Background: an optimization exercise with open tools, aiming at small area, a short achievable clock period and few clock cycles per item. Do not read the settings as production practice.
Function was checked by simulation only, so behaviour that the tests miss may differ from the original.

==> flow/design.v, too long to show whole: its modules and the start of the top module <==
// module basic_gpu: 96 lines
// module gpu_rdsel: 15 lines
// module gpu_rdmux: 13 lines
// module gpu_pre: 204 lines
// module gpu_post: 114 lines
// module gpu_xor32: 7 lines
// module gpu_mul: 973 lines
module basic_gpu (
  input clk,
  input rst,
  input [31:0] instruction,
  input valid_instruction,
  output [31:0] result,
  output reg ready
);
  // ...
==> flow/flow/run.sh <==
#!/bin/bash
# The standard layout (the standard.sh, standard synthesis unchanged),
# with these changes to how the layout is optimised:
#  - repair_timing may resize cells to any footprint,
#  - ports are buffered with buf_4 instead of the flow's default buffer,
#  - repair_timing aims for more setup slack.
set -euo pipefail
bash standard.sh \
  MATCH_CELL_FOOTPRINT=0 \
  "BUFFER_PORTS_ARGS=-buffer_cell sky130_fd_sc_hd__buf_4" \
  SETUP_SLACK_MARGIN=7 \
  finish > flow.log 2>&1
==> flow/standard.sh <==
#!/bin/bash
# synth_recipe.tcl (not shown) runs the flow's synth.tcl, then flattens the netlist and writes it again
# the make line also repeats each setting of config.mk as NAME=value (left out here)
make -C /OpenROAD-flow-scripts/flow DESIGN_CONFIG=/design/flow/config.mk WORK_HOME=/design/flow/orfs CLKGATE_MAP_FILE= SYNTH_SCRIPT=/design/flow/synth_recipe.tcl "${@:-finish}"
==> flow/config.mk <==
export PLATFORM = sky130hd
export DESIGN_NAME = basic_gpu
export DESIGN_NICKNAME = basic_gpu
export VERILOG_FILES = /design/flow/design.v
export SDC_FILE = /design/flow/constraint.sdc
export NUM_CORES = 4
export LEC_CHECK = 0
export CAP_MARGIN = 20
export CORE_MARGIN = 2
export CORE_UTILIZATION = 60
export SETUP_SLACK_MARGIN = 5
export SLEW_MARGIN = 20
export SYNTH_HIERARCHICAL = 1
==> flow/constraint.sdc <==
create_clock -name core_clock -period 12.0 [get_ports {clk}]
set_input_delay 2.4000 -clock core_clock [delete_from_list [all_inputs] [get_ports {clk}]]
set_output_delay 2.4000 -clock core_clock [all_outputs]
set_load 0.01 [all_outputs]
==> summary.txt, run 1 <==
Req. time, crit path: 9.60 ns
clock-cell share of area: 5.31%
Signal inverters: 75
Num CTS Buffers: 115
synthesis-to-finish area growth: 12.7%
share of cells above drive strength 1: 16.3%
GRT busiest layer: met2
slowest stage delay, CP: 0.44 ns
status: no timing/DRC/antenna violations
cell area after synthesis: 65600 µm²
DRC: 0
register clock-pin slew on the reported worst setup and hold paths: 0.06 ns
non-clock buffer share of cell area: 5.32%
M3 GR Usage: 17.9%
Pre-antenna DRT Iters: 8
ant diodes: 6
max_slew headroom: 23.7%
Critical R2R Launch: wb_rd[4]$_DFF_P_
CP endpoint: result[25]
critical-path cell list: a21o_1 > buf_12 > a221o_4 > a31oi_4 > xnor2_4 > buf_12 > buf_6
commonest non-fill, non-tap cells in the layout: a22oi_1, edfxtp_1, xnor2_1, buf_4, nand2_1
DP Worst Slack: 5.23 ns
RSZ-0062 raised after global routing: yes
Worst Hold Launch: rf[895]$_DFFE_PP_
Layout fillers: 7859
WP data arrival: 2.70 ns
Period minus WS final: 5.10 ns
CP startpoint kind: register
buffers added on ports: 67
Testbench counts, summed over its fixed seeds: cycles 4,491, instructions 4,000.
==> module basic_gpu, before the edit <==
module basic_gpu (
  input clk,
  input rst,
  input [31:0] instruction,
  input valid_instruction,
  output [31:0] result,
  output reg ready
);
  integer i;
  reg [1023:0] rf;         
  reg [31:0]   x, g, p;    
  reg          wb_en;      
  reg [4:0]    wb_rd;
  reg [31:0]   mul_a;
  reg [15:0]   enc_one, enc_two, enc_neg;    
  wire [3:0]  opcode   = instruction[31:28];
  wire [12:0] imm      = instruction[12:0];
  gpu_post u_post (.x(x), .g(g), .p(p), .s(result));
  wire [31:0] pend;        
  genvar k;
  generate
    for (k = 0; k < 32; k = k + 1) begin : g_pend
      assign pend[k] = wb_en & (wb_rd == k);
    end
  endgenerate
  wire [32:0] sel1, sel2;
  wire [31:0] a, b;
  gpu_rdsel u_sel1 (.src(instruction[22:18]), .pend(pend), .wb_en(wb_en),
                    .wb_rd(wb_rd), .sel(sel1));
  gpu_rdsel u_sel2 (.src(instruction[17:13]), .pend(pend), .wb_en(wb_en),
                    .wb_rd(wb_rd), .sel(sel2));
  gpu_rdmux u_rd1 (.rf(rf), .result(result), .sel(sel1), .q(a));
  gpu_rdmux u_rd2 (.rf(rf), .result(result), .sel(sel2), .q(b));
  wire        sub = opcode[0];
  wire [31:0] xa, ga, pa;
  gpu_pre u_pre_alu (.a(a), .b(b ^ {32{sub}}), .cin(sub), .x(xa), .g(ga), .p(pa));
  wire is_add = (opcode == 4'd0) || (opcode == 4'd1);
  reg [31:0] logic_val;
  always @(*) begin
    case (opcode)
      4'd3:    logic_val = a & b;
      4'd4:    logic_val = a | b;
      4'd5:    logic_val = {19'd0, imm};
      default: logic_val = 32'd0;
    endcase
  end
  wire [32:0] bx = {b, 1'b0};
  reg  [15:0] b_one, b_two, b_neg;
  always @(*) begin
    for (i = 0; i < 16; i = i + 1) begin
      b_one[i] = bx[2*i+1] ^ bx[2*i];
      b_two[i] = (bx[2*i+2] & ~bx[2*i+1] & ~bx[2*i]) |
                 (~bx[2*i+2] & bx[2*i+1] & bx[2*i]);
      b_neg[i] = bx[2*i+2];
    end
  end
  wire [31:0] r0, r1, xm, gm, pm;
  gpu_mul u_mul (.mul_a(mul_a), .enc_one(enc_one), .enc_two(enc_two),
                 .enc_neg(enc_neg), .r0(r0), .r1(r1));
  gpu_pre u_pre_mul (.a(r0), .b(r1), .cin(1'b0), .x(xm), .g(gm), .p(pm));
  wire accept   = valid_instruction & ready & ~rst;
  wire is_mul   = (opcode == 4'd2);
  wire acc_alu  = accept & ~is_mul;
  wire mul_done = ~ready;
  always @(posedge clk) begin
    mul_a   <= a;
    enc_one <= b_one;
    enc_two <= b_two;
    enc_neg <= b_neg;
    wb_rd   <= instruction[27:23];
    p       <= acc_alu ? pa : pm;
    for (i = 0; i < 32; i = i + 1)
      if (pend[i]) rf[32*i +: 32] <= result;
  end
  always @(posedge clk or posedge rst) begin
    if (rst) begin
      ready <= 1'b1;
      wb_en <= 1'b0;
      x     <= 32'd0;
      g     <= 32'd0;
    end else begin
      if (acc_alu) begin
        x <= is_add ? xa : logic_val;
        g <= is_add ? ga : 32'd0;
      end else if (mul_done) begin
        x <= xm;
        g <= gm;
      end else begin
        x <= result;
        g <= 32'd0;
      end
      wb_en <= acc_alu | mul_done;
      ready <= ~(accept & is_mul);
    end
  end
endmodule
==> inputs of run 2 (changes only) <==
--- a/flow/design.v
+++ b/flow/design.v
@@ -16,5 +16,7 @@
   wire [3:0]  opcode   = instruction[31:28];
   wire [12:0] imm      = instruction[12:0];
-  gpu_post u_post (.x(x), .g(g), .p(p), .s(result));
+  wire [31:0] res;
+  gpu_post u_post_out (.x(x), .g(g), .p(p), .s(result));
+  gpu_post u_post     (.x(x), .g(g), .p(p), .s(res));
   wire [31:0] pend;        
   genvar k;
@@ -30,6 +32,6 @@
   gpu_rdsel u_sel2 (.src(instruction[17:13]), .pend(pend), .wb_en(wb_en),
                     .wb_rd(wb_rd), .sel(sel2));
-  gpu_rdmux u_rd1 (.rf(rf), .result(result), .sel(sel1), .q(a));
-  gpu_rdmux u_rd2 (.rf(rf), .result(result), .sel(sel2), .q(b));
+  gpu_rdmux u_rd1 (.rf(rf), .result(res), .sel(sel1), .q(a));
+  gpu_rdmux u_rd2 (.rf(rf), .result(res), .sel(sel2), .q(b));
   wire        sub = opcode[0];
   wire [31:0] xa, ga, pa;
@@ -71,5 +73,5 @@
     p       <= acc_alu ? pa : pm;
     for (i = 0; i < 32; i = i + 1)
-      if (pend[i]) rf[32*i +: 32] <= result;
+      if (pend[i]) rf[32*i +: 32] <= res;
   end
   always @(posedge clk or posedge rst) begin
@@ -87,5 +89,5 @@
         g <= gm;
       end else begin
-        x <= result;
+        x <= res;
         g <= 32'd0;
       end
--- a/flow/flow/run.sh
+++ b/flow/flow/run.sh
@@ -9,4 +9,4 @@
   MATCH_CELL_FOOTPRINT=0 \
   "BUFFER_PORTS_ARGS=-buffer_cell sky130_fd_sc_hd__buf_4" \
-  SETUP_SLACK_MARGIN=7 \
+  SETUP_SLACK_MARGIN=7.2 \
   finish > flow.log 2>&1
==> summary.txt, run 2 <==
status: no timing/DRC/antenna violations (unchanged)
Min Hold Slack: 0.600 ns (was 0.598 ns)
Num CTS Buffers: 119 (was 115)
footprint of the multi-input gates: 30500 µm² (was 29400 µm²)
Ys Warns: 8 (unchanged)
cell area after synthesis: 66200 µm² (was 65600 µm²)
post-synthesis cell count: 5477 (was 5396)
# setup viols final: 0 (unchanged)
Row Count: 121 (unchanged)
Skew-Pair Late Insertion Delay: 0.76 ns (about the same)
DIE AREA: 113000 µm² (was 112000 µm²)
commonest non-fill, non-tap cells in the layout: a22oi_1, edfxtp_1, xnor2_1, buf_4, nand4_1 (was a22oi_1, edfxtp_1, xnor2_1, buf_4, nand2_1)
CTS tree: yes (unchanged)
Layout fillers: 7807 (was 7859)
RSZ-0062 raised after global routing: yes (unchanged)
Initial Util: 60.7% (was 60.4%)
Fin. Hold Viols: 0 (unchanged)
Die Wd: 336 µm (was 335 µm)
Post-DRT Antenna Nets: 0 (unchanged)
slew of the pin with the lowest slew margin: 1.15 ns (was 1.13 ns)
fmax: 202 MHz (was 196 MHz)
fin crit share: 41.3% (was 42.5%)
CTS sink count: 1201 (unchanged)
Final nets: 5439 (was 5385)
endpoint class of the critical path: register (was output port)
register clock-pin slew on the reported worst setup and hold paths: 0.06 ns (about the same)
Final Max Tran Viols: 0 (unchanged)
worst path bufs/invs: 3 (unchanged)
I/O Pins: 68 (unchanged)
htree depth: 3 (unchanged)
Placer Congestion: 0.938 (was 0.937)
Via Count: 53863 (was 53364)
buffers added on ports: 67 (unchanged)
number of global-route vias before repair: 50808 (was 50049)
per-cell routed wire length: 38.4 µm (was 39.1 µm)
remaining global-route overflow: 0 (unchanged)
Vias/cell: 7.74 (was 7.80)
share of cells above drive strength 1: 17.5% (was 16.3%)
Req. time, crit path: 12.56 ns (was 9.60 ns)
Root Driver: clkbuf_16 (unchanged)
max cap viols: 0 (unchanged)
WP data arrival: 5.52 ns (was 2.70 ns)
worst-path fanout max: 32 (was 6)
hold crit path type: reg -> reg (unchanged)
slowest stage delay, CP: 0.62 ns (was 0.44 ns)
Period minus WS final: 4.95 ns (was 5.10 ns)
critical-path cell list: buf_4 > nand3b_1 > buf_4 > nor3_2 > buf_8 > a22oi_1 > nand4_1 > nor4_4 > nand2_2 > xor2_1 > xor2_1 > nor2_1 > a211oi_1 > a21oi_1 > o22ai_1 (was a21o_1 > buf_12 > a221o_4 > a31oi_4 > xnor2_4 > buf_12 > buf_6)
max_slew headroom: 23.4% (was 23.7%)
Slowest cell on crit path: nor4_4 (was dfrtp_2)
number of flip-flops under the largest register name: 1024 (unchanged)
commonest non-fill, non-tap cell in the layout: a22oi_1 (unchanged)
Worst R2R Setup Slack: 7.06 ns (was 7.01 ns)
DRC: 0 (unchanged)
Core Footprint: 109000 µm² (about the same)
Die Y: 336 µm (was 335 µm)
largest net degree at the start of global routing: 60 (was 64)
CTS Buffer Depth: 3 (unchanged)
GRT Util Overall: 45.9% (was 46.3%)
Seq. cell area: 34700 µm² (was 34600 µm²)
Crit path max-delay family: simple AND/OR/NAND/NOR gates (was compound AO/OA/AOI/OAI gates)
Largest Register: rf (unchanged)
Pre-antenna DRT Iters: 10 (was 8)
Final Util: 68.7% (was 68.0%)
worst-case clock skew: 0.0417 ns (was 0.0546 ns)
initial antenna violation count: 7 (was 17)
Fin Setup TNS: 0 ns (unchanged)
Detailed Route WL: 267 mm (was 268 mm)
Setup CP Type: in -> reg (was reg -> out)
number of DRC markers in iteration 0: 11503 (was 11283)
Syn Area/Cell: 12.1 µm² (was 12.2 µm²)
synthesis-to-finish area growth: 13.2% (was 12.7%)
CP startpoint kind: input pin (was register)
top flop regs: rf x1024, mul_a x32, x x32 (unchanged)
Final HPWL DP: 147 mm (was 146 mm)
first-pass GRT wire length: 367 mm (was 366 mm)
run 2: changes by cell type in the layout (fill, tap and decap cells not counted), moves of 11 or more:
| cell | change |
|---|---|
| xnor2_2 | +15 |
| xnor2_1 | +14 |
| a22oi_2 | +12 |
| a22oi_1 | -11 |
| buf_4 | -28 |
| nand2_2 | +14 |
| a21oi_1 | +17 |
| nor4_4 | +15 |
| nor4_1 | -16 |
| nand2_1 | -20 |
run 2: tightest hold or removal path, stage by stage (launching register included):
cell and delay [ns]:
edfxtp_1 0.36, a222oi_1 0.08, nand2_1 0.12
run 2: metal layers:
layer	part of all wire [%]	track usage, %	vias up
met4	7.3	27.1	4
met5	0.0086	0	-
met3	17	16.5	1295
li1	-	-	21150
met1	34	59.1	26193
met2	42	66.6	5221
run 2: cell type report:
class	instances	share of cell area, %
flip-flops and latches	1201	46.2
multi-input cells	3607	40.7
repair buffers	364	4.84
clock buffers	135	4.18
well taps	1476	2.46
clock inverters	88	1.17
inverters	81	0.407
diodes	6	0.0200
run 2: final timing paths:
kind | end | from | cells after the start
worst max-delay path | x[0]$_DFF_PP0_ | instruction[22] | 15
worst min-delay path | mul_a[31]$_DFF_P_ | rf[895]$_DFFE_PP_ | 2
worst max register to register | x[0]$_DFF_PP0_ | wb_en$_DFF_PP0_ | 16
worst min register to register | mul_a[31]$_DFF_P_ | rf[895]$_DFFE_PP_ | 2
max in group asynchronous | g[23]$_DFF_PP0_ | rst | 3
min in group asynchronous | x[12]$_DFF_PP0_ | rst | 2
run 2: what timing repair did:
item / in CTS / in global routing
setup buffers: 23 / 59
hold buffers: 0 / 0
setup endpoints to repair: 171 / 79
pin swaps: 31 / 94
resized for setup: 250 / 253
cloned: 1 / 7
run 2: through the flow:
step / std cells / setup slack [ns] / cell area [µm²]
detailed placement: 6639 / 5.36 / 67800
floorplan: 5480 / 6.94 / 66600
global placement: 6638 / 5.42 / 67800
finish: 6958 / 7.05 / 75000
CTS: 6886 / 7.10 / 73200
global route: 6952 / 7.02 / 74900
Testbench counts of run 2, summed over its fixed seeds: cycles 4,491, instructions 4,000.

-- port drivers added, routing unchanged --
The flow's constraints put no driver on any port. The routed layouts listed below were extracted and timed again, unchanged, in two steps.
Step 1, drivers: a clkbuf_16 drives clk and a buf_2 each remaining input, both assumed.
Step 2 also shifts input and output timing later by t, the mid clock arrival at the registers, as if the neighbouring blocks saw the same clock.
Slacks: ideal ports / drivers / drivers and shift; pairs: ideal ports / drivers.
run | t (ns) | slack for setup (ns) | hold slack, ns | worst slew at a driven data input, ns | cell pins on the clock port's net
run 1 | 0.807 | 6.900 / 6.822 / 6.181 | 0.598 / 0.598 / 0.598 | 0.06 | 1
run 2 | 0.810 | 7.047 / 7.058 / 6.272 | 0.600 / 0.600 / 0.600 | 0.09 | 1
After both steps setup and hold are still met in every run listed. For run 2, which loses most, drivers alone change the setup slack by +0.011 ns; drivers and shift together by -0.775 ns.
